Background: an optimization exercise with open tools, aiming at small area and a short achievable clock period. Do not read the settings as production practice. At most, simulation tests tie the RTL to the original design; equivalence was not proved. Function not checked in runs 2 to 5: the RTL went through the layout flow alone.

==> flow/design.v (outline; a module is shown in full before it is edited, if it fits) <==
// module NES_ALU: 51 lines
// module CPU_DP: 341 lines
// module CU_IntCpt: 129 lines
// module CU_FSM: 446 lines
// module CU_CtlGen: 1265 lines
// module nes_cpu: 91 lines
module nes_cpu (
  input         clk,        
  input         b_rst,      
  input         b_nmi,      
  input         b_irq,      
  input  [7:0]  data_in,    
  output [15:0] addr,       
  output        r_bw,       
  output [7:0]  data_out    
  );
  // ...
==> flow/run.sh <==
#!/bin/bash
# synth_recipe.tcl (not shown) runs the flow's synth.tcl, then flattens the netlist and writes it again
# the make line also repeats each setting of config.mk as NAME=value (left out here)
make -C /OpenROAD-flow-scripts/flow DESIGN_CONFIG=/design/flow/config.mk WORK_HOME=/design/flow/orfs CLKGATE_MAP_FILE= SYNTH_SCRIPT=/design/flow/synth_recipe.tcl finish
==> flow/config.mk <==
export PLATFORM = sky130hd
export DESIGN_NAME = nes_cpu
export DESIGN_NICKNAME = nes_cpu
export VERILOG_FILES = /design/flow/design.v
export SDC_FILE = /design/flow/constraint.sdc
export NUM_CORES = 4
export LEC_CHECK = 0
export CAP_MARGIN = 20
export CORE_MARGIN = 2
export CORE_UTILIZATION = 40
export SLEW_MARGIN = 20
==> flow/constraint.sdc <==
create_clock -name core_clock -period 12.0 [get_ports {clk}]
set_input_delay 2.4000 -clock core_clock [delete_from_list [all_inputs] [get_ports {clk}]]
set_output_delay 2.4000 -clock core_clock [all_outputs]
set_load 0.01 [all_outputs]
==> metrics.md, run 1 <==
| Metric | Value |
|---|---|
| Fraction of area in registers | 0.244 |
| Max incr delay on CP | between 0.5 and 0.6 ns |
| DR WL met2 | between 20000 and 30000 microns |
| Core ar. | 33400 sq um |
| Post-Synth XOR/XNOR Area | 0.0212 |
| Synth Area in Simple Gates | 0.250 |
| Final hold vios | 0 |
| Commonest non-fill, non-tap cell in the layout | nor2_1 |
| Finished Core Util | 0.455 |
| R2r startpoint | CU_FSM_I0.cur_state[1] |
| Critical Path, Cell by Cell | or3_1 > a21o_1 > or4_1 > and3_4 > a21oi_1 > o22ai_1 > a22oi_1 > nand2_1 > a21oi_1 > a31oi_1 > mux2_2 > inv_1 > ha_1 > a21boi_0 > o21ai_0 > a21oi_1 > nor3_1 > o31ai_1 > buf_4 > a221o_1 > a221oi_1 > buf_4 > a21oi_1 |
| GR Util All Layers | 0.343 |
| Post-DP HPWL | 47100 microns |
| Final Instance Count excl. Fillers | around 2200 |
| Commonest cells post-synth | nor2_1 (166), nand2_1 (130), a21oi_1 (123) |
| Synth Cell Area | between 10000 and 15000 sq um |
| Worst hold start | CPU_DP_I0.DP_ABL[2] |
| Max-cap violations | 0 |
| Post-Place Cells | ~2100 |
| Setup WS post-layout | between 0.3 and 0.4 ns |
| Non-CTS inverters | a little over 60 |
| Post-Synth Adder-Cell Area | 0.0231 |
| Status | complete, no violations |
| Total length of routed met3 wires | 7460 microns |
| Yosys top cell area share | 0.209 |
| Post-synthesis compound-gate area fraction | 0.287 |
| Share of layout cells above drive strength 1 | 0.152 |
| Root Buffer Master | clkbuf_16 |
| Met3 usage | 0.0844 |
==> module CPU_DP, before the edit <==
module CPU_DP #(parameter NumDb=8)(
  input clk, b_rst,
  input CU_R_bW,
  input CU_PCH_EN, CU_PCL_EN, CU_SP_EN, CU_ABL_EN, CU_ABH_EN, CU_DIR_EN, CU_DMA_By_EN, CU_InstrR_EN,
        CU_PstInstrR_EN, CU_PstInstrR_Clr,
        CU_XR_EN, CU_YR_EN, CU_ACC_EN, CU_OpA_EN, CU_OpB_EN,
  input [2:0] CU_PCB_Sel, CU_ADL_Sel, CU_ADH_Sel, CU_DB_Sel, CU_SB_Sel,
  input       CU_OpAB_Sel,
  input [1:0] CU_OpBB_Sel,
  input CU_NFlgB, CU_VFlgB, CU_BFlgB, CU_DFlgB, CU_IFlgB, CU_ZFlgB, CU_CFlgB,
  input CU_PR_EN, CU_NFlg_EN, CU_VFlg_EN, CU_BFlg_EN, CU_DFlg_EN, CU_IFlg_EN, CU_ZFlg_EN, CU_CFlg_EN,
  output reg [NumDb-1:0] o_DP_InstrR, o_DP_PstInstrR, o_DP_DMA_By,
  output reg o_DP_bDMA_Flg, o_DP_NFlg, o_DP_ZFlg, o_DP_CFlg, o_DP_VFlg, o_DP_IFlg,
  output o_DP_OpB_sign,
  input [NumDb-1:0] ALU_Rslt,
  output [NumDb-1:0] ALU_OpA, ALU_OpB,
  output reg r_bw,
  output [2*NumDb-1:0] addr,
  input  [NumDb-1:0] data_in,
  output [NumDb-1:0] data_out
  );
  parameter OR  = 2'b00;     
  parameter AND = 2'b01;     
  parameter XOR = 2'b10;     
  parameter ADC = 2'b11;     
  parameter SHR = 2'b00;     
  parameter SHL = 2'b01;     
  parameter INC = 2'b10;     
  parameter DEC = 2'b11;     
  parameter PCL_to_ADL    = 3'b000;
  parameter SP_to_ADL     = 3'b001;
  parameter DIR_to_ADL    = 3'b010;
  parameter ALUout_to_ADL = 3'b011;
  parameter DMABy_to_ADL  = 3'b100;
  parameter PPU04_to_ADL  = 3'b101;
  parameter PCH_to_ADH    = 3'b000;
  parameter SB_to_ADH     = 3'b001;
  parameter DIR_to_ADH    = 3'b010;
  parameter Pg0_to_ADH    = 3'b011;
  parameter Pg1_to_ADH    = 3'b100;
  parameter DMAPg_to_ADH  = 3'b101;
  parameter PPU20_to_ADH  = 3'b110;
  parameter PR_to_DB      = 3'b000;
  parameter DIR_to_DB     = 3'b001;
  parameter PCL_to_DB     = 3'b010;
  parameter PCH_to_DB     = 3'b011;
  parameter ACC_to_DB     = 3'b100;
  parameter SB_to_DB      = 3'b101;
  parameter ADL_to_SB      = 3'b000;
  parameter ADH_to_SB     = 3'b001;
  parameter XR_to_SB      = 3'b010;
  parameter YR_to_SB      = 3'b011;
  parameter ACC_to_SB     = 3'b100;
  parameter SP_to_SB      = 3'b101;
  parameter ALUout_to_SB  = 3'b110;
  parameter Zero_to_OpAB  = 1'b0;
  parameter SB_to_OpAB    = 1'b1;
  parameter ADH_to_OpBB   = 2'b00;
  parameter ADL_to_OpBB   = 2'b01;
  parameter DB_to_OpBB    = 2'b10;
  parameter bDB_to_OpBB   = 2'b11;
  parameter PCp1_to_PCB     = 3'b000;
  parameter ADDp1_to_PCB    = 3'b001;
  parameter VctIRQ_to_PCB   = 3'b010;
  parameter VctNMI_to_PCB   = 3'b011;
  parameter VctSTART_to_PCB = 3'b100;
  parameter ADD_to_PCB      = 3'b101;   
 parameter En    = 1'b1,
           Dis   = 1'b0,
           Read  = 1'b1,
           Write = 1'b0,
           On    = 1'b1,
           Off   = 1'b0,
           bOn   = 1'b0,
           bOff  = 1'b1;
 parameter [5:0] IS0 = 6'b000000,
                 IS1 = 6'b000001,
                 IS2 = 6'b000010,
                 IS3 = 6'b000011,
                 IS4 = 6'b000100,
                 IS5 = 6'b000101,
                 IS6 = 6'b000110,
                 ST0 = 6'b000111,
              ST1_01 = 6'b001000,
              ST1_02 = 6'b001001,
              ST1_03 = 6'b001010,
              ST1_04 = 6'b001011,
              ST1_05 = 6'b001100,
              ST1_06 = 6'b001101,
              ST1_07 = 6'b001110,
              ST2_01 = 6'b001111,
              ST2_02 = 6'b010000,
              ST2_03 = 6'b010001,
              ST2_04 = 6'b010010,
              ST2_05 = 6'b010011,
              ST2_06 = 6'b010100,
              ST2_07 = 6'b010101,
              ST2_08 = 6'b010110,
              ST2_09 = 6'b010111,
              ST2_10 = 6'b011000,
              ST3_01 = 6'b011001,
              ST3_02 = 6'b011010,
              ST3_03 = 6'b011011,
              ST3_04 = 6'b011100,
              ST3_05 = 6'b011101,
              ST3_06 = 6'b011110,
              ST3_07 = 6'b011111,
              ST3_08 = 6'b100000,
              ST3_09 = 6'b100001,
              ST4_01 = 6'b100010,
              ST4_02 = 6'b100011,
              ST4_03 = 6'b100100,
              ST4_04 = 6'b100101,
              ST5_01 = 6'b100110,
              ST5_02 = 6'b100111,
                DMA0 = 6'b101000,
                DMA1 = 6'b101001;
  wire [NumDb-1:0] DP_PCLB;    
  wire [NumDb-1:0] DP_PCHB;    
  reg [NumDb-1:0] DP_PCL;     
  reg [NumDb-1:0] DP_PCH;     
  reg [NumDb-1:0] DP_SP; 
  wire [NumDb-1:0] DP_ADL;     
  wire [NumDb-1:0] DP_ADH;     
  reg [NumDb-1:0] DP_ABL;     
  reg [NumDb-1:0] DP_ABH;     
  reg [NumDb-1:0] DP_DOR;         
  reg [NumDb-1:0] DP_DIR;         
  reg [NumDb-1:0] DP_InstrR;      
  reg [NumDb-1:0] DP_PstInstrR;   
  reg [NumDb-1:0] DP_XR;          
  reg [NumDb-1:0] DP_YR;          
  reg [NumDb-1:0] DP_ACC;         
  reg [NumDb-1:0] DP_OpA;         
  reg [NumDb-1:0] DP_OpB;         
  wire [NumDb-1:0] DP_DB;      
  wire [NumDb-1:0] DP_SB;      
  wire [NumDb-1:0] DP_OpAB;    
  wire [NumDb-1:0] DP_OpBB;    
  reg DP_NFlg;          
  reg DP_ZFlg;          
  reg DP_CFlg;          
  reg DP_VFlg;          
  reg DP_IFlg;          
  reg DP_BFlg;          
  reg DP_DFlg;          
  wire [NumDb-1:0] DP_PR;
  assign DP_PR = {DP_NFlg,DP_VFlg,1'b1,DP_BFlg,DP_DFlg,DP_IFlg,DP_ZFlg,DP_CFlg};
  wire [NumDb-1:0] DP_ALUout;
  reg   DP_bDMA_Flg;
  reg [NumDb-1:0] DP_DMA_Pg;
  reg [NumDb-1:0] DP_DMA_By;
  always_comb
    begin
      o_DP_InstrR = DP_InstrR;
      o_DP_PstInstrR = DP_PstInstrR;
      o_DP_bDMA_Flg = DP_bDMA_Flg;
      o_DP_DMA_By = DP_DMA_By;
      o_DP_NFlg = DP_NFlg;
      o_DP_ZFlg = DP_ZFlg;
      o_DP_CFlg = DP_CFlg;
      o_DP_VFlg = DP_VFlg;
      o_DP_IFlg = DP_IFlg;
    end
  always @ (posedge clk or negedge b_rst)    
  begin
    if (!b_rst)
    begin
      DP_bDMA_Flg <= bOff;
      DP_DMA_Pg <= {NumDb{1'b0}};
      DP_DMA_By <= {NumDb{1'b0}};
    end
    else if (!r_bw & addr==16'h4014)
    begin
      DP_bDMA_Flg <= bOn;
      DP_DMA_Pg <= ext_data;
      DP_DMA_By <= {NumDb{1'b0}};
    end
    else if (CU_DMA_By_EN)
      DP_DMA_By <= DP_DMA_By + 8'd1;
    else
      DP_bDMA_Flg <= bOff;
  end
  always @(negedge clk or negedge b_rst)
  begin
    if (!b_rst)
    begin
      DP_DOR <= {NumDb{1'b0}};
      DP_ABL <= {NumDb{1'b0}};
      DP_ABH <= {NumDb{1'b0}};
      r_bw <= 1'b1;
    end
    else
    begin
    DP_DOR <= DP_DB;
    if (CU_ABL_EN)
      DP_ABL <= DP_ADL;
    if (CU_ABH_EN)
      DP_ABH <= DP_ADH;
    r_bw <= CU_R_bW;
    end
  end
  wire [NumDb-1:0] ext_data;
  assign ext_data = r_bw ? data_in : DP_DOR;
  assign data_out = DP_DOR;
  assign addr = {DP_ABH,DP_ABL};
  always @(posedge clk or negedge b_rst)
  begin
    if (!b_rst)
    begin
      DP_InstrR <= 8'hEA;
      DP_PstInstrR <= {NumDb{1'b0}};
      DP_PCL <= {NumDb{1'b0}};
      DP_PCH <= {NumDb{1'b0}};
      DP_SP <= {NumDb{1'b0}};
      DP_DIR <= {NumDb{1'b0}};
      DP_XR <= {NumDb{1'b0}};
      DP_YR <= {NumDb{1'b0}};
      DP_ACC <= {NumDb{1'b0}};
      DP_OpA <= {NumDb{1'b0}};
      DP_OpB <= {NumDb{1'b0}};
      {DP_NFlg,DP_VFlg,DP_BFlg,DP_DFlg,DP_IFlg,DP_ZFlg,DP_CFlg} <= 7'b0;
    end
    else
    begin
    if (CU_InstrR_EN)
      DP_InstrR <= ext_data;
    if (CU_PstInstrR_Clr)
      DP_PstInstrR <= {NumDb{1'b0}};
    else if (CU_PstInstrR_EN)
      DP_PstInstrR <= DP_InstrR;
    if (CU_PCL_EN)
      DP_PCL <= DP_PCLB;
    if (CU_PCH_EN)
      DP_PCH <= DP_PCHB;
    if (CU_SP_EN)
      DP_SP <= DP_SB;
    if (CU_DIR_EN)
      DP_DIR <= ext_data;
    if (CU_XR_EN)
      DP_XR <= DP_SB;
    if (CU_YR_EN)
      DP_YR <= DP_SB;
    if (CU_ACC_EN)
      DP_ACC <= DP_SB;
    if (CU_OpA_EN)
      DP_OpA <= DP_OpAB;
    if (CU_OpB_EN)
      DP_OpB <= DP_OpBB;
    if (CU_PR_EN)
      {DP_NFlg,DP_VFlg,DP_BFlg,DP_DFlg,DP_IFlg,DP_ZFlg,DP_CFlg} <= {DP_DB[7:6],DP_DB[4:0]};
    else
    begin
      if (CU_NFlg_EN)
        DP_NFlg <= CU_NFlgB;
      if (CU_VFlg_EN)
        DP_VFlg <= CU_VFlgB;
      if (CU_BFlg_EN)
        DP_BFlg <= CU_BFlgB;
      if (CU_DFlg_EN)
        DP_DFlg <= CU_DFlgB;
      if (CU_IFlg_EN)
        DP_IFlg <= CU_IFlgB;
      if (CU_ZFlg_EN)
        DP_ZFlg <= CU_ZFlgB;
      if (CU_CFlg_EN)
        DP_CFlg <= CU_CFlgB;
    end  
    end
  end
  reg [NumDb-1:0] DP_ADL_m, DP_ADH_base, DP_SB_m, DP_ADH_m, DP_DB_m, DP_OpAB_m, DP_OpBB_m;
  reg [2*NumDb-1:0] DP_PCB_m;
  always @*
  begin
    case (CU_ADL_Sel)
      PCL_to_ADL:    DP_ADL_m = DP_PCL;
      SP_to_ADL:     DP_ADL_m = DP_SP;
      DIR_to_ADL:    DP_ADL_m = DP_DIR;
      ALUout_to_ADL: DP_ADL_m = DP_ALUout;
      DMABy_to_ADL:  DP_ADL_m = DP_DMA_By;
      PPU04_to_ADL:  DP_ADL_m = 8'h04;
      default:       DP_ADL_m = {NumDb{1'b0}};
    endcase
    case (CU_ADH_Sel)
      PCH_to_ADH:    DP_ADH_base = DP_PCH;
      DIR_to_ADH:    DP_ADH_base = DP_DIR;
      Pg0_to_ADH:    DP_ADH_base = {NumDb{1'b0}};
      Pg1_to_ADH:    DP_ADH_base = {{(NumDb-1){1'b0}},1'b1};
      DMAPg_to_ADH:  DP_ADH_base = DP_DMA_Pg;
      PPU20_to_ADH:  DP_ADH_base = 8'h20;
      default:       DP_ADH_base = {NumDb{1'b0}};
    endcase
    case (CU_SB_Sel)
      ADL_to_SB:     DP_SB_m = DP_ADL_m;
      ADH_to_SB:     DP_SB_m = DP_ADH_base;
      XR_to_SB:      DP_SB_m = DP_XR;
      YR_to_SB:      DP_SB_m = DP_YR;
      ACC_to_SB:     DP_SB_m = DP_ACC;
      SP_to_SB:      DP_SB_m = DP_SP;
      ALUout_to_SB:  DP_SB_m = DP_ALUout;
      default:       DP_SB_m = {NumDb{1'b0}};
    endcase
    DP_ADH_m = (CU_ADH_Sel==SB_to_ADH) ? DP_SB_m : DP_ADH_base;
    case (CU_DB_Sel)
      SB_to_DB:      DP_DB_m = DP_SB_m;
      PR_to_DB:      DP_DB_m = DP_PR;
      DIR_to_DB:     DP_DB_m = DP_DIR;
      PCL_to_DB:     DP_DB_m = DP_PCL;
      PCH_to_DB:     DP_DB_m = DP_PCH;
      ACC_to_DB:     DP_DB_m = DP_ACC;
      default:       DP_DB_m = {NumDb{1'b0}};
    endcase
    DP_OpAB_m = (CU_OpAB_Sel==SB_to_OpAB) ? DP_SB_m : {NumDb{1'b0}};
    case (CU_OpBB_Sel)
      ADH_to_OpBB:   DP_OpBB_m = DP_ADH_m;
      ADL_to_OpBB:   DP_OpBB_m = DP_ADL_m;
      DB_to_OpBB:    DP_OpBB_m = DP_DB_m;
      default:       DP_OpBB_m = ~DP_DB_m;
    endcase
    case (CU_PCB_Sel)
      PCp1_to_PCB:     DP_PCB_m = {DP_PCH,DP_PCL} + 1'b1;
      ADDp1_to_PCB:    DP_PCB_m = {DP_ADH_m,DP_ADL_m} + 1'b1;
      VctIRQ_to_PCB:   DP_PCB_m = {{2*NumDb-3{1'b1}},3'b110};
      VctNMI_to_PCB:   DP_PCB_m = {{2*NumDb-3{1'b1}},3'b010};
      VctSTART_to_PCB: DP_PCB_m = {{2*NumDb-3{1'b1}},3'b100};
      ADD_to_PCB:      DP_PCB_m = {DP_ADH_m,DP_ADL_m};
      default:         DP_PCB_m = {2*NumDb{1'b0}};
    endcase
  end
  assign DP_ADL = DP_ADL_m;
  assign DP_ADH = DP_ADH_m;
  assign DP_SB  = DP_SB_m;
  assign DP_DB  = DP_DB_m;
  assign DP_OpAB = DP_OpAB_m;
  assign DP_OpBB = DP_OpBB_m;
  assign {DP_PCHB,DP_PCLB} = DP_PCB_m;
 	assign o_DP_OpB_sign = DP_OpB[NumDb-1];
 	assign DP_ALUout = ALU_Rslt;
  assign ALU_OpA = DP_OpA;
  assign ALU_OpB = DP_OpB;
endmodule:CPU_DP
==> inputs of run 2 (changes only) <==
--- a/flow/design.v
+++ b/flow/design.v
@@ -328,25 +328,27 @@
     else
       DP_bDMA_Flg <= bOff;
   end
-  always @(negedge clk or negedge b_rst)
+  reg [NumDb-1:0] DP_ABL_q, DP_ABH_q;
+  always @(posedge clk or negedge b_rst)
   begin
     if (!b_rst)
     begin
-      DP_DOR <= {NumDb{1'b0}};
-      DP_ABL <= {NumDb{1'b0}};
-      DP_ABH <= {NumDb{1'b0}};
-      r_bw <= 1'b1;
+      DP_ABL_q <= {NumDb{1'b0}};
+      DP_ABH_q <= {NumDb{1'b0}};
     end
     else
     begin
-    DP_DOR <= DP_DB;
-    if (CU_ABL_EN)
-      DP_ABL <= DP_ADL;
-    if (CU_ABH_EN)
-      DP_ABH <= DP_ADH;
-    r_bw <= CU_R_bW;
+      DP_ABL_q <= DP_ABL;
+      DP_ABH_q <= DP_ABH;
     end
   end
+  always @*
+  begin
+    DP_DOR = DP_DB;
+    DP_ABL = CU_ABL_EN ? DP_ADL : DP_ABL_q;
+    DP_ABH = CU_ABH_EN ? DP_ADH : DP_ABH_q;
+    r_bw = CU_R_bW;
+  end
   wire [NumDb-1:0] ext_data;
   assign ext_data = r_bw ? data_in : DP_DOR;
   assign data_out = DP_DOR;
==> metrics.md, run 2 <==
| Metric | Value |
|---|---|
| Critical Path Sink Type | output port (was flop) |
| H-Tree Depth | 4 (unchanged) |
| Post-Place Cells | 2172 (was 2143) |
| TritonCTS buffer count | 17 (unchanged) |
| Later-pin clock latency in the skew report | 0.45 ns (about the same) |
| Synth Flop Type | dfrtp_1 (unchanged) |
| GR Util All Layers | 0.354 (was 0.343) |
| CTS Hold Bufs | 0 (unchanged) |
| Vias per inst | 7.02 (was 6.83) |
| Mapped Avg Cell Area | 7.74 sq um (was 7.98 sq um) |
| Synth Area in Simple Gates | 0.273 (was 0.250) |
| Initial Utilization | 0.407 (was 0.405) |
| WS Path Type | flop to output port (was flop to flop) |
| Final #Nets | 1778 (was 1749) |
| Post-synthesis net count | 1802 (was 1733) |
| Placement row count | 67 (unchanged) |
| Filler cells | 3372 (was 3266) |
| Syn-to-layout area delta | 9.71% (was 12.4%) |
| Largest area contributor in the netlist | dfrtp_1 (unchanged) |
| Critical path fanouts, max | 16 (was 22) |
| Total Wirelength | 63600 microns (was 61400 microns) |
| Fin Hold WS | 0.481 ns (was 0.478 ns) |
| Worst EP required | 9.60 ns (was 6.24 ns) |
| Final hold vios | 0 (unchanged) |
| Synth cell types | 116 (was 103) |
| Num ports | 37 (unchanged) |
| Final Critical Period | around 11 ns |
| Ant diodes | 0 (unchanged) |
| Setup Fix Bufs, Post-CTS | 0 (unchanged) |
| Synth Register Bits | 139 (was 148) |
| Slew headroom | 0.214 (was 0.217) |
| Clock Skews | 0.0143 ns (was 0.0389 ns) |
| Share of layout cells above drive strength 1 | 0.112 (was 0.152) |
| Vias | 15500 (was 14900) |
| Routability cong. | 1.05 (was 1.04) |
| Sequential-to-total area share from yosys stat | 0.255 (was 0.274) |
| Final setup vio count | 0 (unchanged) |
| Min-delay worst type | flop to flop (unchanged) |
| DR pass1 iterations | 9 (was 7) |
| Post-DP HPWL | 48000 microns (was 47100 microns) |
| Warnings, synthesis | 5 (unchanged) |
| Worst-margin pin slew | 1.16 ns (was 1.17 ns) |
| Resize count post-CTS | 0 (unchanged) |
| First-pass GRT wire length | 95400 microns (was 91100 microns) |
| CTS sink count | 139 (was 148) |
| Slew Limit Fails | 0 (unchanged) |
| Largest family of logic cells by synthesized area | compound AO/OA/AOI/OAI gates (unchanged) |
| Clock buffer depth | 2 (unchanged) |
| Met3 usage | 0.0749 (was 0.0844) |
| WP data arrival | 8.64 ns (was 5.92 ns) |
| Maximum clock rate | around 0.09 GHz |
| Commonest cells post-synth | nand2_1 (186), nor2_1 (167), dfrtp_1 (129) (was nor2_1 (166), nand2_1 (130), a21oi_1 (123)) |
| Top cells by area, synth | dfrtp_1 (24%), nand2_1 (5.1%), nor2_1 (4.6%) (was dfrtp_1 (21%), mux2_2 (6.1%), nor2_1 (4.6%)) |
| Largest net degree at the start of global routing | 93 (was 74) |
| Post-Synth XOR/XNOR Area | 0.0254 (was 0.0212) |
| Status | complete, no violations (unchanged) |
| Die area | 35700 sq um (was 35400 sq um) |
| Initial DRC count | 2244 (was 2359) |
| Vias in the first global route | 14400 (was 13700) |
| GR Util met1 | 0.512 (was 0.490) |
| DRC viols | 0 (unchanged) |
| WL/cell | 28.9 microns (was 28.2 microns) |
| Post-Synth Adder-Cell Area | 0.0229 (was 0.0231) |
| CP startpoint kind | flop (unchanged) |
| Routing usage on met2 | 0.520 (was 0.488) |
| Final Instance Count excl. Fillers | 2204 (was 2175) |
| IO buf count | 36 (unchanged) |
| CTS tree | done (unchanged) |
| Mux contribution to synthesized area | 0.0633 (was 0.0909) |
| Die width | 189 microns (was 188 microns) |
| Post-synthesis async set-or-reset flop share | 1.00 (unchanged) |
| Core ar. | 33600 sq um (was 33400 sq um) |
| Synth Cell Area | 13700 sq um (was 13600 sq um) |
| Final Cycle Share | 0.920 |
| Yosys top cell area share | 0.236 (was 0.209) |
| Initial antenna violation count | 0 (was 2) |
| GRT busiest layer | met2 (was met1) |
| Overflow after GRT | 0 (unchanged) |
| Max-cap violations | 0 (unchanged) |
| Chip Height | 189 microns (was 188 microns) |
| Commonest cells after routing, fill and taps aside | nand2_1 (186), nor2_1 (167), dfrtp_1 (129), a21oi_1 (108), o21ai_0 (83) (was nor2_1 (166), nand2_1 (130), a21oi_1 (122), dfrtp_1 (113), o21ai_0 (80)) |
| Worst-path clk slew | 0.07 ns (was 0.06 ns) |
| RSZ-0062 raised after global routing | no (unchanged) |
| Root Buffer Master | clkbuf_16 (unchanged) |
| Commonest non-fill, non-tap cell in the layout | nand2_1 (was nor2_1) |
| Finished Core Util | 0.446 (was 0.455) |
| Post-DRT Antenna Nets | 0 (unchanged) |
| Post-synthesis compound-gate area fraction | 0.299 (was 0.287) |
| Synthesized instance count | 1767 (was 1698) |
| Setup TNS Final | 0 ns (unchanged) |
| Post-synth EDFFs | 0 (unchanged) |
| Dominant cell by count in the synthesized netlist | nand2_1 (was nor2_1) |
## run 2: cell count changes after synthesis, moves of 13 or more
cell / delta
nand2_1: +56
mux2_2: -27
dfrtn_1: -24
dfrtp_1: +16
a21oi_1: -15
buf_2: +15
o211ai_1: +13
## run 2: layout make-up
type / instances / area (sq um) / area share
well taps: 448 / 561 / 0.0373
repair buffers: 90 / 767 / 0.0511
inverters: 64 / 240 / 0.0160
flip-flops and latches: 139 / 3490 / 0.233
clock buffers: 21 / 450 / 0.0300
multi-input cells: 1431 / 9360 / 0.624
clock inverters: 11 / 135 / 0.00900
## run 2: worst paths after layout
check / start / endpoint / depth (start not counted) / slack, ns
setup / recovery: CU_FSM_I0.cur_state[1] / data_out[7] / 26 / 0.96
hold / removal: CPU_DP_I0.DP_YR[6] / CPU_DP_I0.DP_YR[6] / 2 / 0.48
setup reg to reg: CU_FSM_I0.cur_state[1] / CPU_DP_I0.DP_PCH[0] / 32 / 2.18
hold reg to reg: CPU_DP_I0.DP_YR[6] / CPU_DP_I0.DP_YR[6] / 2 / 0.48
max in group asynchronous: b_rst / CPU_DP_I0.DP_SP[7] / 2 / 8.72
min in group asynchronous: b_rst / CPU_DP_I0.DP_ABL_q[5] / 1 / 2.05
## run 2: worst max-delay path, cell delays in order (launching register included)
cell             delay [ns]
dfrtp_1                0.53
buf_4                  0.30
nor4bb_1               1.01
o211ai_1               0.27
o311ai_1               0.28
nor2_1                 0.33
and2_1                 0.28
a41o_1                 0.24
a21oi_1                0.13
o21ai_0                0.09
a21oi_1                0.13
mux2_2                 0.18
inv_1                  0.05
ha_1                   0.33
o21ai_0                0.09
a21oi_1                0.27
o21ai_0                0.21
a21oi_1                0.20
o21a_1                 0.12
o21ai_0                0.09
xnor2_1                0.15
o221ai_1               0.66
o211a_1                0.40
inv_1                  0.16
a21oi_1                0.53
o2111ai_1              0.51
clkdlybuf4s50_1        0.64
## run 2: kinds of logic (layout without fill, tap and decap cells)
| group | after synthesis | in the layout |
|---|---|---|
| simple gates | 722 | 722 |
| xor+xnor | 38 | 38 |
| compound gates | 568 | 568 |
| buf+inv | 197 | 186 |
| fa+ha+maj | 24 | 24 |
| mux | 79 | 79 |
| flops | 139 | 139 |
## run 2: per-stage QoR
step	setup WS [ns]	instance area [sq um]
6_report	0.957	15000
5_1_grt	0.768	15000
4_1_cts	1.40	15000
3_5_place_dp	1.88	14400
3_3_place_gp	1.96	14400
2_1_floorplan	4.44	13700
## run 2: metal layers
metal / wire, microns / share of wire / vias up
met5: 0 / 0 / -
met4: 2410 / 0.038 / 0
li1: - / - / 6649
met3: 7250 / 0.11 / 165
met2: 26700 / 0.42 / 1078
met1: 27200 / 0.43 / 7580
==> inputs of run 3 (changes only) <==
--- a/flow/config.mk
+++ b/flow/config.mk
@@ -5,6 +5,7 @@
 export SDC_FILE = /design/flow/constraint.sdc
 export NUM_CORES = 4
 export LEC_CHECK = 0
+export ABC_CLOCK_PERIOD_IN_PS = 7000
 export CAP_MARGIN = 20
 export CORE_MARGIN = 2
 export CORE_UTILIZATION = 40
==> metrics.md, run 3 <==
| Metric | Value |
|---|---|
| Vias per inst | 7.02 (unchanged) |
| Mapped Avg Cell Area | 7.74 sq um (unchanged) |
| Yosys top cell area share | 0.236 (unchanged) |
| WL/cell | 28.9 microns (unchanged) |
| CTS tree | done (unchanged) |
| GRT busiest layer | met2 (unchanged) |
| Final #Nets | 1778 (unchanged) |
| Share of layout cells above drive strength 1 | 0.112 (unchanged) |
| Worst EP required | 9.60 ns (about the same) |
| CP bufs+invs | 4 (unchanged) |
| Final Instance Count excl. Fillers | 2204 (unchanged) |
| WP data arrival | 8.64 ns (about the same) |
| Clock Skews | 0.0143 ns (unchanged) |
| WS Path Type | flop to output port (unchanged) |
| Reg2reg setup slack | 2.18 ns (about the same) |
| Min-delay worst type | flop to flop (unchanged) |
| Total Wirelength | 63600 microns (unchanged) |
| TritonCTS buffer count | 17 (unchanged) |
| Hold depth | 2 (unchanged) |
| Post-DP HPWL | 48000 microns (unchanged) |
| Slew headroom | 0.214 (unchanged) |
| Post-synthesis net count | 1802 (unchanged) |
| Post-Place Cells | 2172 (unchanged) |
| Commonest cells post-synth | nand2_1 (186), nor2_1 (167), dfrtp_1 (129) (unchanged) |
| Dominant cell by count in the synthesized netlist | nand2_1 (unchanged) |
| CP startpoint kind | flop (unchanged) |
| Slew Limit Fails | 0 (unchanged) |
| IO buf count | 36 (unchanged) |
| Status | complete, no violations (unchanged) |
| GR Util met1 | 0.512 (unchanged) |
| Final hold vios | 0 (unchanged) |
| Commonest cells after routing, fill and taps aside | nand2_1 (186), nor2_1 (167), dfrtp_1 (129), a21oi_1 (108), o21ai_0 (83) (unchanged) |
| Syn-to-layout area delta | 9.71% (unchanged) |
| GR Util All Layers | 0.354 (unchanged) |
| R2r startpoint | CU_FSM_I0.cur_state[1] (unchanged) |
| Initial DRC count | 2244 (unchanged) |
| Critical Path Sink Type | output port (unchanged) |
| Post-DRT Antenna Nets | 0 (unchanged) |
| Final Critical Period | 11.04 ns (unchanged) |
| Chip Height | 189 microns (unchanged) |
| Routing usage on met2 | 0.520 (unchanged) |
| H-Tree Depth | 4 (unchanged) |
| Num ports | 37 (unchanged) |
| Setup WS post-layout | 0.957 ns (unchanged) |
| Vias in the first global route | 14400 (unchanged) |
| Routability cong. | 1.05 (unchanged) |
| Setup TNS Final | 0 ns (unchanged) |
| Die width | 189 microns (unchanged) |
| Initial antenna violation count | 0 (unchanged) |
| Ant diodes | 0 (unchanged) |
| Warnings, synthesis | 5 (unchanged) |
| Synth Register Bits | 139 (unchanged) |
| First-pass GRT wire length | 95400 microns (unchanged) |
| Critical path fanouts, max | 16 (unchanged) |
| Die area | 35700 sq um (unchanged) |
| Synthesized instance count | 1767 (unchanged) |
| Commonest non-fill, non-tap cell in the layout | nand2_1 (unchanged) |
| Overflow after GRT | 0 (unchanged) |
| Worst R2R Path Depth | 32 (unchanged) |
| DR pass1 iterations | 9 (unchanged) |
| CP max stage cell | nor4bb_1 (unchanged) |
| Worst-path clk slew | 0.07 ns (about the same) |
| Worst hold path endpoint | CPU_DP_I0.DP_YR[6] (unchanged) |
| Post-synthesis async set-or-reset flop share | 1.00 (unchanged) |
| Later-pin clock latency in the skew report | 0.45 ns (about the same) |
| Worst hold start | CPU_DP_I0.DP_YR[6] (unchanged) |
| Met3 usage | 0.0749 (unchanged) |
| Synth cell types | 116 (unchanged) |
| Resize count post-CTS | 0 (unchanged) |
| Top cells by area, synth | dfrtp_1 (24%), nand2_1 (5.1%), nor2_1 (4.6%) (unchanged) |
| Synth Cell Area | 13700 sq um (unchanged) |
| Synth Flop Type | dfrtp_1 (unchanged) |
| Post-synth EDFFs | 0 (unchanged) |
| Max incr delay on CP | 1.01 ns (about the same) |
| Final Cycle Share | 0.920 (unchanged) |
| Clock buffer depth | 2 (unchanged) |
| Max-cap violations | 0 (unchanged) |
| Crit Reg-Reg Endpoint | CPU_DP_I0.DP_PCH[0] (unchanged) |
| Pre-CTS setup slack | 1.88 ns (unchanged) |
| Largest net degree at the start of global routing | 93 (unchanged) |
| Core ar. | 33600 sq um (unchanged) |
| Maximum clock rate | 0.0906 GHz (unchanged) |
| Largest area contributor in the netlist | dfrtp_1 (unchanged) |
| Final setup vio count | 0 (unchanged) |
| Sequential-to-total area share from yosys stat | 0.255 (unchanged) |
| RSZ-0062 raised after global routing | no (unchanged) |
| Vias | 15500 (unchanged) |
| CTS Hold Bufs | 0 (unchanged) |
| DRC viols | 0 (unchanged) |
| Root Buffer Master | clkbuf_16 (unchanged) |
| CP delay by family, top | compound AO/OA/AOI/OAI gates (unchanged) |
| Placement row count | 67 (unchanged) |
| CTS sink count | 139 (unchanged) |
| Filler cells | 3372 (unchanged) |
| Worst-margin pin slew | 1.16 ns (unchanged) |
| Setup Fix Bufs, Post-CTS | 0 (unchanged) |
| Most common cell on crit path | a21oi_1 (unchanged) |
| Initial Utilization | 0.407 (unchanged) |
## run 3: worst max path at each step
stage / from / end / slack (ns) / cells past startpoint
after global routing: CU_FSM_I0.cur_state[4] / data_out[7] / 0.77 / 27
after global placement: CU_FSM_I0.cur_state[2] / data_out[7] / 1.96 / 26
after floorplan: CU_FSM_I0.cur_state[0] / data_out[7] / 4.44 / 27
final: CU_FSM_I0.cur_state[1] / data_out[7] / 0.96 / 26
after detailed placement: CU_FSM_I0.cur_state[2] / data_out[7] / 1.88 / 26
after CTS: CU_FSM_I0.cur_state[2] / data_out[7] / 1.40 / 26
## run 3: kinds of logic (layout without fill, tap and decap cells)
kind of cell | after synthesis | count (layout) | synth area share
flops | 139 | 139 | 0.255
buf+inv | 197 | 186 | 0.0606
compound gates | 568 | 568 | 0.299
mux | 79 | 79 | 0.0633
fa+ha+maj | 24 | 24 | 0.0229
simple gates | 722 | 722 | 0.273
xor+xnor | 38 | 38 | 0.0254
## run 3: cell type report
type | instances | area, sq um | area share
Multi-Input combinational cell | 1431 | 9360 | 0.624
Sequential cell | 139 | 3490 | 0.233
Timing Repair Buffer | 90 | 767 | 0.0511
Tap cell | 448 | 561 | 0.0373
Clock buffer | 21 | 450 | 0.0300
Inverter | 64 | 240 | 0.0160
Clock inverter | 11 | 135 | 0.00900
## run 3: through the flow
step	util	hold WS (ns)	instance area, sq um
after detailed placement	0.429	0.466	14400
after global routing	0.446	0.501	15000
after CTS	0.446	0.480	15000
after floorplan	-	0.445	13700
after global placement	0.429	0.457	14400
final	0.446	0.481	15000
## run 3: worst reg2reg max path: cells and delay by family, from the launching register on
family,cells,cell delay [ns]
xor gates and xnor gates,1,0.27
AOI/OAI and AO/OA,14,4.37
DFF,1,0.53
adders and majority gates,2,0.53
buffers and inverters,1,0.30
muxes,1,0.49
and+or+nand+nor,13,3.22
## run 3: routing by layer
metal  share of wire  vias to the layer above
met5               0                        -
met4           0.038                        0
met3            0.11                      165
met2            0.42                     1078
met1            0.43                     7580
li1                -                     6649
==> inputs of run 4 (changes only) <==
--- a/flow/config.mk
+++ b/flow/config.mk
@@ -5,8 +5,8 @@
 export SDC_FILE = /design/flow/constraint.sdc
 export NUM_CORES = 4
 export LEC_CHECK = 0
-export ABC_CLOCK_PERIOD_IN_PS = 7000
 export CAP_MARGIN = 20
 export CORE_MARGIN = 2
 export CORE_UTILIZATION = 40
+export SETUP_SLACK_MARGIN = 3.5
 export SLEW_MARGIN = 20
==> metrics.md, run 4 <==
| Metric | Value |
|---|---|
| Status | complete, no violations (unchanged) |
| WP data arrival | 6.05 ns (was 8.64 ns) |
| Synth Register Bits | 139 (unchanged) |
| CTS tree | done (unchanged) |
| DR pass1 iterations | 8 (was 9) |
| CP endpoint | data_out[0] (was data_out[7]) |
| Critical path fanouts, max | 34 (was 16) |
| Num ports | 37 (unchanged) |
| Worst-path clk slew | 0.07 ns (about the same) |
| Crit Reg-Reg Endpoint | CPU_DP_I0.DP_PCH[4] (was CPU_DP_I0.DP_PCH[0]) |
| Synth Area in Simple Gates | 0.273 (unchanged) |
| Clock buffer depth | 2 (unchanged) |
| CTS sink count | 139 (unchanged) |
| Vias per inst | 6.95 (was 7.02) |
| Synth cell types | 116 (unchanged) |
| Synthesized instance count | 1767 (unchanged) |
| Final hold vios | 0 (unchanged) |
| RSZ-0062 raised after global routing | yes (was no) |
| Final Cycle Share | 0.704 (was 0.920) |
| Vias | 15800 (was 15500) |
| Slew headroom | 0.197 (was 0.214) |
| Post-synthesis compound-gate area fraction | 0.299 (unchanged) |
| Root Buffer Master | clkbuf_16 (unchanged) |
| Vias in the first global route | 14800 (was 14400) |
| Worst Setup SP | CU_FSM_I0.cur_state[4] (was CU_FSM_I0.cur_state[1]) |
| Post-synth EDFFs | 0 (unchanged) |
| Later-pin clock latency in the skew report | 0.45 ns (about the same) |
| Worst EP required | 9.60 ns (about the same) |
| Syn-to-layout area delta | 19.4% (was 9.71%) |
| Dominant cell by count in the synthesized netlist | nand2_1 (unchanged) |
| Core ar. | 33600 sq um (unchanged) |
| CTS Hold Bufs | 0 (unchanged) |
| Final Critical Period | 8.45 ns (was 11.04 ns) |
| Total Wirelength | 65700 microns (was 63600 microns) |
| Sequential-to-total area share from yosys stat | 0.255 (unchanged) |
| Largest area contributor in the netlist | dfrtp_1 (unchanged) |
| H-Tree Depth | 4 (unchanged) |
| GR Util All Layers | 0.364 (was 0.354) |
| Die width | 189 microns (unchanged) |
| WS Path Type | flop to output port (unchanged) |
| Setup TNS Final | 0 ns (unchanged) |
| Reg2reg setup slack | 3.96 ns (was 2.18 ns) |
| Maximum clock rate | 0.118 GHz (was 0.0906 GHz) |
| Max-cap violations | 0 (unchanged) |
| Slew Limit Fails | 0 (unchanged) |
| Warnings, synthesis | 5 (unchanged) |
| Worst hold start | CPU_DP_I0.DP_XR[6] (was CPU_DP_I0.DP_YR[6]) |
| Placement row count | 67 (unchanged) |
| Overflow after GRT | 0 (unchanged) |
| Share of layout cells above drive strength 1 | 0.206 (was 0.112) |
| Post-Synth Adder-Cell Area | 0.0229 (unchanged) |
| IO buf count | 36 (unchanged) |
| Mux contribution to synthesized area | 0.0633 (unchanged) |
| Post-DRT Antenna Nets | 0 (unchanged) |
| DRC viols | 0 (unchanged) |
| Post-synthesis async set-or-reset flop share | 1.00 (unchanged) |
| Post-Synth XOR/XNOR Area | 0.0254 (unchanged) |
| Clock Skews | 0.0133 ns (was 0.0143 ns) |
| Post-synthesis net count | 1802 (unchanged) |
| TritonCTS buffer count | 17 (unchanged) |
| Mapped Avg Cell Area | 7.74 sq um (unchanged) |
| Final setup vio count | 0 (unchanged) |
| Filler cells | 3285 (was 3372) |
| WL/cell | 28.9 microns (about the same) |
| Worst-margin pin slew | 1.19 ns (was 1.16 ns) |
| Yosys top cell area share | 0.236 (unchanged) |
| Chip Height | 189 microns (unchanged) |
| Min-delay worst type | flop to flop (unchanged) |
| Top cells by area, synth | dfrtp_1 (24%), nand2_1 (5.1%), nor2_1 (4.6%) (unchanged) |
| R2r startpoint | CU_FSM_I0.cur_state[5] (was CU_FSM_I0.cur_state[1]) |
| CP startpoint kind | flop (unchanged) |
| Die area | 35700 sq um (unchanged) |
| Initial antenna violation count | 0 (unchanged) |
| Fin Hold WS | 0.485 ns (was 0.481 ns) |
| Worst R2R Path Depth | 33 (was 32) |
| Critical Path Sink Type | output port (unchanged) |
| Synth Flop Type | dfrtp_1 (unchanged) |
| Ant diodes | 0 (unchanged) |
| Commonest non-fill, non-tap cell in the layout | nand2_1 (unchanged) |
| Initial Utilization | 0.407 (unchanged) |
| Synth Cell Area | 13700 sq um (unchanged) |
| Final #Nets | 1845 (was 1778) |
| Post-DP HPWL | 48000 microns (unchanged) |
| Routability cong. | 1.05 (unchanged) |
| Commonest cells post-synth | nand2_1 (186), nor2_1 (167), dfrtp_1 (129) (unchanged) |
| Largest net degree at the start of global routing | 93 (unchanged) |
| Commonest cells after routing, fill and taps aside | nand2_1 (185), nor2_1 (164), dfrtp_1 (120), buf_4 (107), a21oi_1 (89) (was nand2_1 (186), nor2_1 (167), dfrtp_1 (129), a21oi_1 (108), o21ai_0 (83)) |
| First-pass GRT wire length | 98000 microns (was 95400 microns) |
| Initial DRC count | 2608 (was 2244) |
| Largest family of logic cells by synthesized area | compound AO/OA/AOI/OAI gates (unchanged) |
run 4: cell counts after synthesis:
No cell type changed its count.
run 4: stage by stage:
stage | worst slack (ns) | area [sq um] | instances | utilization
after global routing | 3.41 | 16300 | 2271 | 0.486
after CTS | 3.30 | 15800 | 2239 | 0.469
after global placement | 1.96 | 14400 | 2172 | 0.429
after detailed placement | 1.88 | 14400 | 2172 | 0.429
after floorplan | 4.44 | 13700 | 1767 | -
final | 3.55 | 16300 | 2271 | 0.486
run 4: worst min path at each step:
stage	to	slack, ns	cells past startpoint
6_report	CPU_DP_I0.DP_XR[6]	0.49	2
2_1_floorplan	CPU_DP_I0.DP_YR[6]	0.44	2
3_5_place_dp	CPU_DP_I0.DP_YR[6]	0.47	2
5_1_grt	CPU_DP_I0.DP_YR[7]	0.50	2
4_1_cts	CPU_DP_I0.DP_YR[6]	0.49	2
3_3_place_gp	CPU_DP_I0.DP_YR[6]	0.46	2
run 4: final cells by class:
class	instances	area (sq um)	area share
clock buffer	21	450	0.0276
clock inverter	11	135	0.00827
inverter	64	244	0.0149
multi-input combinational	1432	10100	0.618
sequential	139	3520	0.215
tap	448	561	0.0343
timing repair buffer	156	1330	0.0811
run 4: cell families (layout without fill, tap and decap cells):
group	after synthesis	after routing
mux	79	79
xor+xnor	38	38
fa+ha+maj	24	24
buf+inv	197	252
compound gates	568	569
flops	139	139
simple gates	722	722
run 4: critical path: stages, from the launching register on:
cell and delay (ns):
dfrtp_2 0.46, buf_12 0.21, nor2b_1 0.21, buf_4 0.24, nand3_1 0.31, o21ai_2 0.48, a31o_1 0.54, a22oi_1 0.32
a21o_1 0.34, o31ai_2 0.58, o21ai_0 0.35, a311o_1 0.52, a221o_1 0.48, clkdlybuf4s50_1 0.53
run 4: metal layers:
layer | routed length, microns | global-route usage | vias to the layer above
li1 | - | - | 6776
met4 | 2710 | 0.127 | 0
met1 | 27600 | 0.519 | 7753
met3 | 7510 | 0.0808 | 182
met5 | 0 | 0 | -
met2 | 27900 | 0.540 | 1065
run 4: what timing repair did:
action / CTS / global route
buffers inserted: 34 / 32
endpoints found under the setup margin: 33 / 28
pin swaps: 30 / 48
gates cloned: 1 / 0
resized for setup: 117 / 88
==> inputs of run 5 (changes only) <==
--- a/flow/config.mk
+++ b/flow/config.mk
@@ -8,5 +8,5 @@
 export CAP_MARGIN = 20
 export CORE_MARGIN = 2
 export CORE_UTILIZATION = 40
-export SETUP_SLACK_MARGIN = 3.5
+export SETUP_SLACK_MARGIN = 5
 export SLEW_MARGIN = 20
==> metrics.md, run 5 <==
| Metric | Value |
|---|---|
| Post-DP HPWL | 49000 microns (was 48000 microns) |
| Max-cap violations | 0 (unchanged) |
| Final Cycle Share | 0.684 (was 0.704) |
| Synth Register Bits | 139 (unchanged) |
| Placed cell area | 14600 sq um (was 14400 sq um) |
| Post-synth EDFFs | 0 (unchanged) |
| Worst hold path endpoint | CPU_DP_I0.DP_XR[5] (was CPU_DP_I0.DP_XR[6]) |
| Warnings, synthesis | 5 (unchanged) |
| Worst-path clk slew | 0.07 ns (about the same) |
| WP data arrival | 5.81 ns (was 6.05 ns) |
| Clock buffer depth | 2 (unchanged) |
| Vias in the first global route | 15400 (was 14800) |
| Final #Nets | 2003 (was 1845) |
| Synth Cell Area | 13700 sq um (unchanged) |
| Status | complete, no violations (unchanged) |
| CP startpoint kind | flop (unchanged) |
| Critical Path Sink Type | output port (unchanged) |
| Synth Flop Type | dfrtp_1 (unchanged) |
| Placement row count | 67 (unchanged) |
| DRC viols | 0 (unchanged) |
| Later-pin clock latency in the skew report | 0.46 ns (was 0.45 ns) |
| Synthesized instance count | 1767 (unchanged) |
| Post-synthesis async set-or-reset flop share | 1.00 (unchanged) |
| Chip Height | 189 microns (unchanged) |
| Maximum clock rate | 0.122 GHz (was 0.118 GHz) |
| Dominant cell by count in the synthesized netlist | nand2_1 (unchanged) |
| Post-synthesis net count | 1802 (unchanged) |
| DR pass1 iterations | 7 (was 8) |
| Synth cell types | 116 (unchanged) |
| R2r startpoint | CPU_DP_I0.DP_InstrR[7] (was CU_FSM_I0.cur_state[5]) |
| Largest area contributor in the netlist | dfrtp_1 (unchanged) |
| Worst EP required | 9.60 ns (about the same) |
| Initial DRC count | 2984 (was 2608) |
| Commonest cells post-synth | nand2_1 (186), nor2_1 (167), dfrtp_1 (129) (unchanged) |
| Final Critical Period | 8.21 ns (was 8.45 ns) |
| Post-route cell area | 19000 sq um (was 16300 sq um) |
| Final hold vios | 0 (unchanged) |
| Worst Setup SP | CPU_DP_I0.DP_InstrR[7] (was CU_FSM_I0.cur_state[4]) |
| Vias | 17200 (was 15800) |
| Final Instance Count excl. Fillers | 2431 (was 2271) |
| Setup TNS Final | 0 ns (unchanged) |
| Largest net degree at the start of global routing | 82 (was 93) |
| Syn-to-layout area delta | 38.6% (was 19.4%) |
| RSZ-0062 raised after global routing | yes (unchanged) |
| Worst hold start | CPU_DP_I0.DP_XR[5] (was CPU_DP_I0.DP_XR[6]) |
| Routability cong. | 1.03 (was 1.05) |
| Reg2reg setup slack | 4.41 ns (was 3.96 ns) |
| CTS tree | done (unchanged) |
| GR Util All Layers | 0.390 (was 0.364) |
| Initial Utilization | 0.407 (unchanged) |
| WS Path Type | flop to output port (unchanged) |
| Overflow after GRT | 0 (unchanged) |
| Post-DRT Antenna Nets | 0 (unchanged) |
| Final setup vio count | 0 (unchanged) |
| Top cells by area, synth | dfrtp_1 (24%), nand2_1 (5.1%), nor2_1 (4.6%) (unchanged) |
| Initial antenna violation count | 3 (was 0) |
| First-pass GRT wire length | 104000 microns (was 98000 microns) |
| Yosys top cell area share | 0.236 (unchanged) |
| Hold depth | 2 (unchanged) |
| Critical path fanouts, max | 9 (was 34) |
| Core ar. | 33600 sq um (unchanged) |
| Share of layout cells above drive strength 1 | 0.343 (was 0.206) |
| Slew headroom | 0.252 (was 0.197) |
| Worst-margin pin slew | 1.12 ns (was 1.19 ns) |
| Num ports | 37 (unchanged) |
| Clock Skews | 0.0199 ns (was 0.0133 ns) |
| Total Wirelength | 73400 microns (was 65700 microns) |
| IO buf count | 36 (unchanged) |
| Die width | 189 microns (unchanged) |
| Vias per inst | 7.08 (was 6.95) |
| WL/cell | 30.2 microns (was 28.9 microns) |
| Mapped Avg Cell Area | 7.74 sq um (unchanged) |
| H-Tree Depth | 4 (unchanged) |
| Die area | 35700 sq um (unchanged) |
| CTS Hold Bufs | 0 (unchanged) |
| Crit Reg-Reg Endpoint | CPU_DP_I0.DP_PCH[0] (was CPU_DP_I0.DP_PCH[4]) |
| Min-delay worst type | flop to flop (unchanged) |
| CTS sink count | 139 (unchanged) |
| Sequential-to-total area share from yosys stat | 0.255 (unchanged) |
| Worst R2R Path Depth | 38 (was 33) |
| Commonest non-fill, non-tap cell in the layout | buf_4 (was nand2_1) |
| TritonCTS buffer count | 17 (unchanged) |
| Slew Limit Fails | 0 (unchanged) |
| Post-Place Cells | 2171 (was 2172) |
| Root Buffer Master | clkbuf_16 (unchanged) |
| Commonest cells after routing, fill and taps aside | buf_4 (206), nand2_1 (172), nor2_1 (152), dfrtp_1 (116), a21oi_1 (81) (was nand2_1 (185), nor2_1 (164), dfrtp_1 (120), buf_4 (107), a21oi_1 (89)) |
-- run 5: cell counts after synthesis --
No cell type changed its count.
-- run 5: routing by layer --
layer / routed length [microns] / vias up / track usage / share of wire
li1: - / 7094 / - / -
met1: 29000 / 8343 / 0.533 / 0.40
met2: 30400 / 1436 / 0.567 / 0.41
met3: 10100 / 323 / 0.126 / 0.14
met4: 3870 / 4 / 0.155 / 0.053
met5: 23 / - / 0 / 0.00031
-- run 5: logic make-up after synthesis --
| logic type | after synthesis | share of synthesized area |
|---|---|---|
| buffers and inverters | 197 | 0.0606 |
| adder cells (fa/ha/maj) | 24 | 0.0229 |
| flip-flops | 139 | 0.255 |
| AND/OR/NAND/NOR | 722 | 0.273 |
| multiplexers | 79 | 0.0633 |
| XOR/XNOR | 38 | 0.0254 |
| AO/OA/AOI/OAI | 568 | 0.299 |
-- run 5: cell type report --
class | instances | area (sq um)
clock buffer | 19 | 433
tap | 448 | 561
clock inverter | 13 | 144
sequential | 139 | 3530
inverter | 64 | 250
multi-input combinational | 1433 | 11100
timing repair buffer | 313 | 2920
fill | 2970 | 14700
antenna | 2 | 5.00
-- run 5: how the worst max path moves through the flow --
stage,end,slack (ns)
2_1_floorplan,data_out[7],4.90
3_3_place_gp,data_out[4],2.64
3_5_place_dp,data_out[3],2.65
4_1_cts,addr[15],3.90
5_1_grt,addr[15],3.70
6_report,data_out[6],3.79
-- run 5: repair_timing --
| item | 4_1_cts | 5_1_grt |
|---|---|---|
| gates resized for setup | 311 | 197 |
| pin swaps | 91 | 101 |
| buffers inserted | 126 | 86 |
| setup endpoints to repair | 131 | 111 |
| cloned | 7 | 7 |
-- run 5: per-stage QoR --
stage	hold slack, ns	utilization	setup slack [ns]
2_1_floorplan	0.445	-	4.90
3_3_place_gp	0.459	0.434	2.64
3_5_place_dp	0.471	0.435	2.65
4_1_cts	0.486	0.514	3.90
5_1_grt	0.518	0.564	3.70
6_report	0.486	0.564	3.79
-- run 5: worst max-delay path: stages, from the launching register on --
cell             delay, ns
dfstp_4               0.71
buf_4                 0.15
nor2b_4               0.21
o32ai_1               0.12
a211o_1               0.31
a211oi_2              0.33
buf_6                 0.18
nor3_4                0.05
a21oi_2               0.15
o21ai_2               0.09
inv_2                 0.07
fa_2                  0.21
inv_2                 0.04
fa_2                  0.35
a21oi_2               0.18
buf_4                 0.16
o2111ai_4             0.13
a32o_2                0.31
o211ai_1              0.23
a21oi_2               0.09
o31ai_1               0.24
o21ai_1               0.13
a22oi_2               0.25
a21oi_4               0.05
o2111ai_2             0.23
buf_6                 0.16
clkdlybuf4s15_2       0.22

-- separate check: timing with driven ports --
How much do the figures lean on ideal ports? The routed layouts below were timed once more, with nothing changed but the port constraints.
Step 1 sets driving cells, clkbuf_16 on the clock port and buf_2 on the other inputs (assumed; they add their load-dependent delay and slew).
Step 2 moves the port delays by t, midway between the first and last clock arrival at a register: inputs arrive t later, outputs are due t later. That takes back most of the time a late clock gives input paths.
Slacks: ideal / step 1 / step 2; pairs: ideal / step 1.
run | shift t [ns] | slack for setup (ns) | clock arrival spread, ns | worst data-port slew with drivers (ns) | cell pins on the clock port's net
run 2 | 0.488 | 0.957 / 0.908 / 1.396 | 0.015 / 0.014 | 0.04 | 1
run 3 | 0.488 | 0.957 / 0.908 / 1.396 | 0.015 / 0.014 | 0.04 | 1
run 4 | 0.490 | 3.549 / 3.499 / 3.962 | 0.013 / 0.013 | 0.04 | 1
run 5 | 0.504 | 3.791 / 3.736 / 4.240 | 0.020 / 0.020 | 0.04 | 1
After both steps setup and hold are still met in every run listed.
